What follows belongs to an exercise in optimizing a design on an open flow for small area; a production flow would make more cautious choices. The RTL of this run was laid out without a check of its function. Power and IR drop assume default switching activity.

[flow/run.sh]
#!/bin/bash
# synth_recipe.tcl (not shown) runs the flow's synth.tcl, then flattens the netlist and writes it again
# the make line also repeats each setting of config.mk as NAME=value (left out here)
make -C /OpenROAD-flow-scripts/flow DESIGN_CONFIG=/design/flow/config.mk WORK_HOME=/design/flow/orfs CLKGATE_MAP_FILE= SYNTH_SCRIPT=/design/flow/synth_recipe.tcl finish
[flow/config.mk]
export PLATFORM = sky130hd
export DESIGN_NAME = game
export DESIGN_NICKNAME = game
export VERILOG_FILES = /design/flow/design.v
export SDC_FILE = /design/flow/constraint.sdc
export NUM_CORES = 8
export LEC_CHECK = 0
export CAP_MARGIN = 20
export CORE_MARGIN = 2
export CORE_UTILIZATION = 25
export SLEW_MARGIN = 20
[flow/constraint.sdc]
create_clock -name core_clock -period 10.0 [get_ports {clk}]
set_input_delay 2.0000 -clock core_clock [delete_from_list [all_inputs] [get_ports {clk}]]
set_output_delay 2.0000 -clock core_clock [all_outputs]
set_load 0.01 [all_outputs]
[flow/design.v]
module game(clk, movement, row, col, state, start, reset, matrix, head_row, head_col, fout, ones, tens);
    input clk;
    input start, reset;
    input [3:0] movement;  
    output [7:0] row;
    output [7:0] col;
    output [2:0] head_row, head_col;
    output [63:0] matrix;
    output [2:0] state;
    wire [7:0] out;
    output fout;
    output [7:0] ones, tens;
    wire [3:0] bcd_ones, bcd_tens;
    wire [5:0] score;
    wire tick;
    freq_divider fd(clk, reset, out, fout, tick, score);
    move snake_move(movement, head_row, head_col, clk, matrix, state, start, reset, tick, score);
    bin2bcd b1(score, bcd_tens, bcd_ones);  
    Seg7disp TEN(bcd_tens, tens);
    Seg7disp UNIT(bcd_ones, ones);
    led_scanner led(clk, reset, matrix, row, col);
endmodule
module led_scanner(clk, reset, matrix, row, col);
    input clk, reset;
    input [63:0] matrix;  
    output reg [7:0] row;
    output reg [7:0] col;
    always @(posedge clk) begin
        if (reset) begin
            row <= 8'd1;
            col <= 8'd0;
        end else begin
            case (row)
                8'd1: col <= matrix[7:0];
                8'd2: col <= matrix[15:8];
                8'd4: col <= matrix[23:16];
                8'd8: col <= matrix[31:24];
                8'd16: col <= matrix[39:32];
                8'd32: col <= matrix[47:40];
                8'd64: col <= matrix[55:48];
                8'd128: col <= matrix[63:56];
                default: col <= col;
            endcase
            if ((row >> 1) < 8'b0000_0001)
                row <= 8'b1000_0000;
            else
                row <= row >> 1;
        end
    end
endmodule
module move(movement, head_row, head_col, clk, matrix, state, start, reset, tick, score);
    input [3:0] movement;
    input clk, tick;
    input start, reset;
    reg [2:0] apple_row;  
    reg [2:0] apple_col;
    output [2:0] state;
    reg [3:0] old_movement;
    reg over;
    reg state_start;
    output reg [63:0] matrix;
    output reg [2:0] head_row, head_col;
    reg [2:0] center_row, center_col;
    reg [2:0] tail_row, tail_col;
    reg [2:0] min_row[29:0];  
    reg [2:0] min_col[29:0];  
    output reg [5:0] score;
    parameter UP = 1, DOWN = 2, LEFT = 4, RIGHT = 8;
    reg [2:0] k;  
    reg [63:0] pic;
    reg [3:0] next_movement;
    reg step;
    integer i, j;  
    assign state = {over, ~state_start & ~over, state_start};
    always @(*) begin
        pic = 64'd0;
        pic[head_row*8 + head_col] = 1'b1;
        pic[center_row*8 + center_col] = 1'b1;
        pic[tail_row*8 + tail_col] = 1'b1;
        pic[apple_row*8 + apple_col] = 1'b1;
        for (i = 0; i < 30; i = i + 1) begin
            if (i < score)
                pic[min_row[i]*8 + min_col[i]] = 1'b1;
        end
    end
    always @(*) begin
        if (movement == 0)
            next_movement = old_movement;
        else if ((old_movement == UP && movement == DOWN) ||
                 (old_movement == DOWN && movement == UP) ||
                 (old_movement == LEFT && movement == RIGHT) ||
                 (old_movement == RIGHT && movement == LEFT))
            next_movement = old_movement;  
        else
            next_movement = movement;
    end
    always @(posedge clk) begin
        if (reset) begin
            score <= 6'd0;
            old_movement <= 4'd0;
            apple_row <= 3'd3;
            apple_col <= 3'd6;
            k <= 3'd3;  
            matrix <= 64'h0018244200666600;
        end else if (state_start == 1) begin
            matrix <= 64'h0018244200666600;
        end else if (over == 1) begin
            score <= 6'd0;
            old_movement <= 4'd0;
            matrix <= 64'h0042241800666600;
        end else begin
            old_movement <= next_movement;
            matrix <= pic;
            if ((head_row == apple_row) && (head_col == apple_col)) begin
                case (k)
                    3'd0: begin apple_row <= 3'd0; apple_col <= 3'd4; end
                    3'd1: begin apple_row <= 3'd4; apple_col <= 3'd1; end
                    3'd2: begin apple_row <= 3'd1; apple_col <= 3'd5; end
                    3'd3: begin apple_row <= 3'd5; apple_col <= 3'd2; end
                    3'd4: begin apple_row <= 3'd2; apple_col <= 3'd6; end
                    3'd5: begin apple_row <= 3'd6; apple_col <= 3'd3; end
                    default: begin apple_row <= 3'd3; apple_col <= 3'd0; end
                endcase
                k <= (k == 3'd6) ? 3'd0 : k + 3'd1;
                score <= score + 6'd1;
            end
        end
    end
    always @(*) begin
        case (old_movement)
            UP: step = (head_row > 0);
            DOWN: step = (head_row < 7);
            LEFT: step = (head_col > 0);
            RIGHT: step = (head_col < 7);
            default: step = 1'b0;
        endcase
    end
    always @(posedge clk) begin
        if (reset) begin
            state_start <= 1'b1;
            over <= 1'b0;
            head_row <= 3'd3;
            head_col <= 3'd3;
            center_row <= 3'd3;
            center_col <= 3'd2;
            tail_row <= 3'd3;
            tail_col <= 3'd1;
        end else if (tick) begin
            if (state_start == 1 || over == 1) begin
                if (start == 1) begin
                    state_start <= 1'b0;
                    over <= 1'b0;
                    head_row <= 3'd3;
                    head_col <= 3'd3;
                    center_row <= 3'd3;
                    center_col <= 3'd2;
                    tail_row <= 3'd3;
                    tail_col <= 3'd1;
                end
            end else if (old_movement == UP || old_movement == DOWN ||
                         old_movement == LEFT || old_movement == RIGHT) begin
                if (step) begin
                    case (old_movement)
                        UP: head_row <= head_row - 3'd1;
                        DOWN: head_row <= head_row + 3'd1;
                        LEFT: head_col <= head_col - 3'd1;
                        default: head_col <= head_col + 3'd1;
                    endcase
                    center_row <= head_row;
                    center_col <= head_col;
                    tail_row <= center_row;
                    tail_col <= center_col;
                end else begin
                    over <= 1'b1;
                end
            end
        end
    end
    always @(posedge clk) begin
        if (!reset && tick) begin
            if (state_start == 1 || over == 1) begin
                if (start == 1) begin
                    min_row[0] <= 3'd3;
                    min_col[0] <= 3'd0;
                end
            end else if (step) begin
                min_row[0] <= tail_row;
                min_col[0] <= tail_col;
                for (j = 1; j < 30; j = j + 1) begin
                    min_row[j] <= min_row[j-1];
                    min_col[j] <= min_col[j-1];
                end
            end
        end
    end
endmodule
module freq_divider(clk, reset, out, fout, tick, score);
    input clk, reset;
    input [5:0] score;
    output reg fout;
    output reg [7:0] out;
    output tick;  
    assign tick = (out == 8'd1) && !fout;
    always @(posedge clk) begin
        if (reset) begin
            fout <= 1'b0;
            out <= 8'b1000_0000;
        end else if (out == 8'd1) begin
            fout <= !fout;
            out <= 8'b1000_0000 - (score * 5);
        end else
            out <= out - 8'd1;
    end
endmodule
module bin2bcd(in, tens, units);
    input [5:0] in;
    output reg [3:0] tens, units;
    reg [5:0] value;
    always @(in) begin
        value = in;
        units = value % 10;
        value = value / 10;
        tens = value % 10;
        value = value / 10;
    end
endmodule
module Seg7disp(bcd_nums, display_num);
    input [3:0] bcd_nums;
    output reg [7:0] display_num;
    parameter BLANK = 8'b11111111;
    parameter ZERO  = 8'b11000000;
    parameter ONE   = 8'b11111001;
    parameter TWO   = 8'b10100100;
    parameter THREE = 8'b10110000;
    parameter FOUR  = 8'b10011001;
    parameter FIVE  = 8'b10010010;
    parameter SIX   = 8'b10000010;
    parameter SEVEN = 8'b11111000;
    parameter EIGHT = 8'b10000000;
    parameter NINE  = 8'b10010000;
    always @(bcd_nums) begin
        case (bcd_nums)
            0: display_num = ZERO;
            1: display_num = ONE;
            2: display_num = TWO;
            3: display_num = THREE;
            4: display_num = FOUR;
            5: display_num = FIVE;
            6: display_num = SIX;
            7: display_num = SEVEN;
            8: display_num = EIGHT;
            9: display_num = NINE;
            default: display_num = BLANK;
        endcase
    end
endmodule
==> impl_metrics.yaml <==
status:
  status: "finished clean"
finish:
  drive_gt1_share_pct: 13.6
  final_area_um2: 43300
  fillers: 15463
  syn_to_final_growth_pct: 20.6
  nets: 5243
worst_setup_path:
  required_ns: 8.00
  worstSetupEndpointType: "output port"
  critPathKind: "register to output port"
  r2r_slack_ns: 3.88
  r2r-end: "snake_move.matrix[16]"
  cp_max_fo: 44
  ff2ff_path_depth: 10
  arrival_ns: 5.16
  reg2reg_from: "snake_move.score[5]"
  crit_path_start_kind: "register"
placement:
  pre_cts_slack_ns: 3.60
  dp_hpwl_mm: 362
  port_buffers: 110
  gp_congestion: 1.32
  postPlaceCellArea_um2: 41200
sta:
  slew_violations: 0
  setup_viol: 0
  setup_slack_ns: 2.84
  fmax_ghz: 0.140
  relSlewSlack_pct: 4.06
  hold_viol: 0
  fin_crit_ns: 7.16
  finalClockSkew_ns: 0.127
  tns_ns: 0
  tightest_slew_ns: 1.43
  min_period_over_period_pct: 71.6
  rsz0062_at_grt: "false"
cts:
  numCtsBuffers: 44
  clk_path_buf_depth: 3
  clock-root-buffer: "clkbuf_16"
  ctsHoldBuffers: 0
  cts_setup_buffers: 0
  cts_sinks: 308
  cts_resized: 0
  path_clk_slew_ns: 0.06
  htreeDepth: 2
  cts_tree: "yes"
  clk_latency_ns: 0.74
routing:
  drc: 0
  postRouteWirelength_mm: 456
  postRouteAntennaNets: 0
  post_drt_wl_per_cell_um: 63.5
  via_per_inst: 7.90
  wl_met3_mm: 76.0
  met1_length_mm: 162
  initialDrtViolationCount: 12112
  dr.max_layer_used: "met5"
  met2WireLength_mm: 161
  via_count: 56690
  drt_pass1_iterations: 21
global_routing:
  grt_pass1_vias: 48323
  grt_first_pass_wirelength_mm: 558
  grt_overflow: 0
  grt_usage_pct: 59.4
  antenna_found_initial: 127
  grt_max_degree: 92
synth:
  synth_xor_area_share_pct: 3.02
  yosys_warnings: 7
  async_flop_share_pct: 0
  synth_mux_area_share_pct: 1.39
  synthDistinctLibCells: 115
  synth_edf_count: 180
  syn_inst: 4929
  seq_area_frac_synth_pct: 22.2
  yosys_most_used_dff: "edfxtp_1"
  synthAdderAreaFrac_pct: 3.74
  synth_top_family_by_area: "simple AND/OR/NAND/NOR gates"
  synth-compound-area-share_pct: 30.8
  ys_ff_latch: 308
  synth-simple-area-share_pct: 33.5
  netlist_area_um2: 35900
  avgSynthCellArea_um2: 7.28
floorplanning:
  initial_core_util_pct: 25.1
  row_count: 139
  coreArea_um2: 143000
  die_w_um: 383
  die_area_um2: 147000
  die_h_um: 383
  io_pins: 113
power:
  p_total_mw: 3.33
  combinationalPowerShare_pct: 3.6
  clkPwrFrac_pct: 55.5
  ir_drop_mv: 0.178
  seqPwrFrac_pct: 40.9
  p_int_mw: 2.44
  powerDensity_nw_per_um2: 76.9
  p_leak_nw: 13.6
  p_switching_mw: 0.892
  switching_share_pct: 26.8
hold_path:
  hp-start: "snake_move.k[1]"
  hold_depth: 2
  hold_class: "register to register"
  holdPathEnd: "snake_move.k[1]"
job:
  cap_violations: 0
## worst max path at each step
stage	from	to	slack [ns]	depth (start not counted)
6_report	snake_move.score[5]	ones[6]	2.84	13
5_1_grt	snake_move.score[5]	ones[6]	2.63	13
4_1_cts	snake_move.score[5]	ones[6]	2.84	13
3_5_place_dp	snake_move.score[5]	ones[6]	3.60	13
3_3_place_gp	snake_move.score[5]	ones[6]	3.56	13
2_1_floorplan	reset	snake_move.min_col[10][0]	2.59	3
## logic make-up after synthesis
family                     count (synthesis)
and+or+nand+nor                         2321
buffers and inverters                    468
other                                      1
adders and majority gates                106
xor gates and xnor gates                 122
muxes                                     48
AOI/OAI and AO/OA                       1555
DFF                                      308
## per-stage QoR
stage | std cells | hold slack [ns] | utilization [%]
after floorplan | 4930 | 0.421 | -
after global placement | 6977 | 0.472 | 28.8
after detailed placement | 6977 | 0.495 | 28.8
after CTS | 7058 | 0.509 | 29.9
after global routing | 7095 | 0.514 | 30.1
final | 7172 | 0.513 | 30.3
## power by group through the flow
stage / combinational, mW / sequential, mW / clock [mW]
floorplan: 0.0697 / 1.39 / 0
global placement: 0.107 / 1.39 / 0
detailed placement: 0.113 / 1.39 / 0
CTS: 0.114 / 1.36 / 1.84
global route: 0.125 / 1.36 / 1.87
finish: 0.119 / 1.36 / 1.85
## placed cells by master (no fill, tap or decap), types with 104 or more instances in the layout
| master | count |
|---|---|
| diode_2 | 104 |
| nand2_1 | 460 |
| clkdlybuf4s50_1 | 109 |
| a21oi_1 | 156 |
| o22ai_1 | 427 |
| edfxtp_1 | 180 |
| buf_4 | 331 |
| nor3_1 | 155 |
| nand3_1 | 202 |
| o21ai_0 | 124 |
| dfxtp_1 | 124 |
| nor2_1 | 553 |
| inv_1 | 168 |
| ha_1 | 104 |
## final cells by class
| class | instances | area [um2] | area share [%] |
|---|---|---|---|
| clock buffer | 51 | 1170 | 2.70 |
| inverter | 172 | 646 | 1.49 |
| timing repair buffer | 450 | 3710 | 8.58 |
| tap | 1903 | 2380 | 5.50 |
| antenna | 104 | 260 | 0.601 |
| multi-input combinational | 4154 | 26700 | 61.7 |
| sequential | 308 | 7970 | 18.4 |
| clock inverter | 30 | 444 | 1.03 |
## synth_stat cells (73+ instances only)
cell        n  area share, %
a211oi_1   90            1.9
a21oi_1   159            2.2
a22oi_1    90            1.9
a31oi_1    75            1.3
and2_1     74            1.3
buf_2      76            1.1
clkbuf_1  194            2.0
dfxtp_1   128            7.1
edfxtp_1  180             15
ha_1      104            3.6
inv_1     168            1.8
nand2_1   466            4.9
nand2b_1  106            1.8
nand3_1   208            2.9
nand4_1    82            1.4
nor2_1    575            6.0
nor2b_1    73            1.3
nor3_1    177            2.5
nor4_1    123            2.1
o21ai_0   130            1.8
o22ai_1   430            7.5
## worst max-delay path, cell delays in order (launching register included)
cell	delay (ns)
dfxtp_2	0.31
buf_4	0.65
ha_1	0.38
nand2b_1	0.20
o31ai_1	0.34
nand3_1	0.25
inv_2	0.18
a21oi_1	0.14
ha_1	0.31
nand2b_1	0.24
xnor2_2	0.32
nor2_1	0.09
a21oi_1	0.38
clkdlybuf4s50_1	0.65
## state kept, by name, indices dropped and copies added (netlist names), 4 cells and up
name                     cells
fd.out                       8
led.col                      8
led.row                      8
snake_move.matrix           64
snake_move.min_col          90
snake_move.min_row          90
snake_move.old_movement      4
snake_move.score             6
## routing by layer
metal	GRT usage, %	vias to the layer above
met2	74.1	6496
met3	41.5	2269
met4	54.9	70
li1	-	19766
met5	10.5	-
met1	64.2	28089

==> static timing again, ports no longer ideal <==
Ports are ideal in the flow. The routed layout listed here was re-timed in OpenROAD. Step 1 assumes that a clkbuf_16 drives the clock port and a buf_2 every other input. Step 2 adds t to the input delays and takes it off the output delays; t is the mean of the earliest and latest rising clock arrival at the registers after step 1. Input paths then give back, and output paths get back, about the clock's delay inside the block. a / b / c = no drivers / after step 1 / after step 2; a / b = the first two.
shift t [ns]: 0.762
setup slack, ns: 2.836 / 2.749 / 3.511
worst setup path after step 2: register to output
worst slew at a driven data input, ns: 0.15
After both steps setup and hold are still met in this run. For this run, drivers alone change the setup slack by -0.087 ns; drivers and shift together by +0.675 ns.
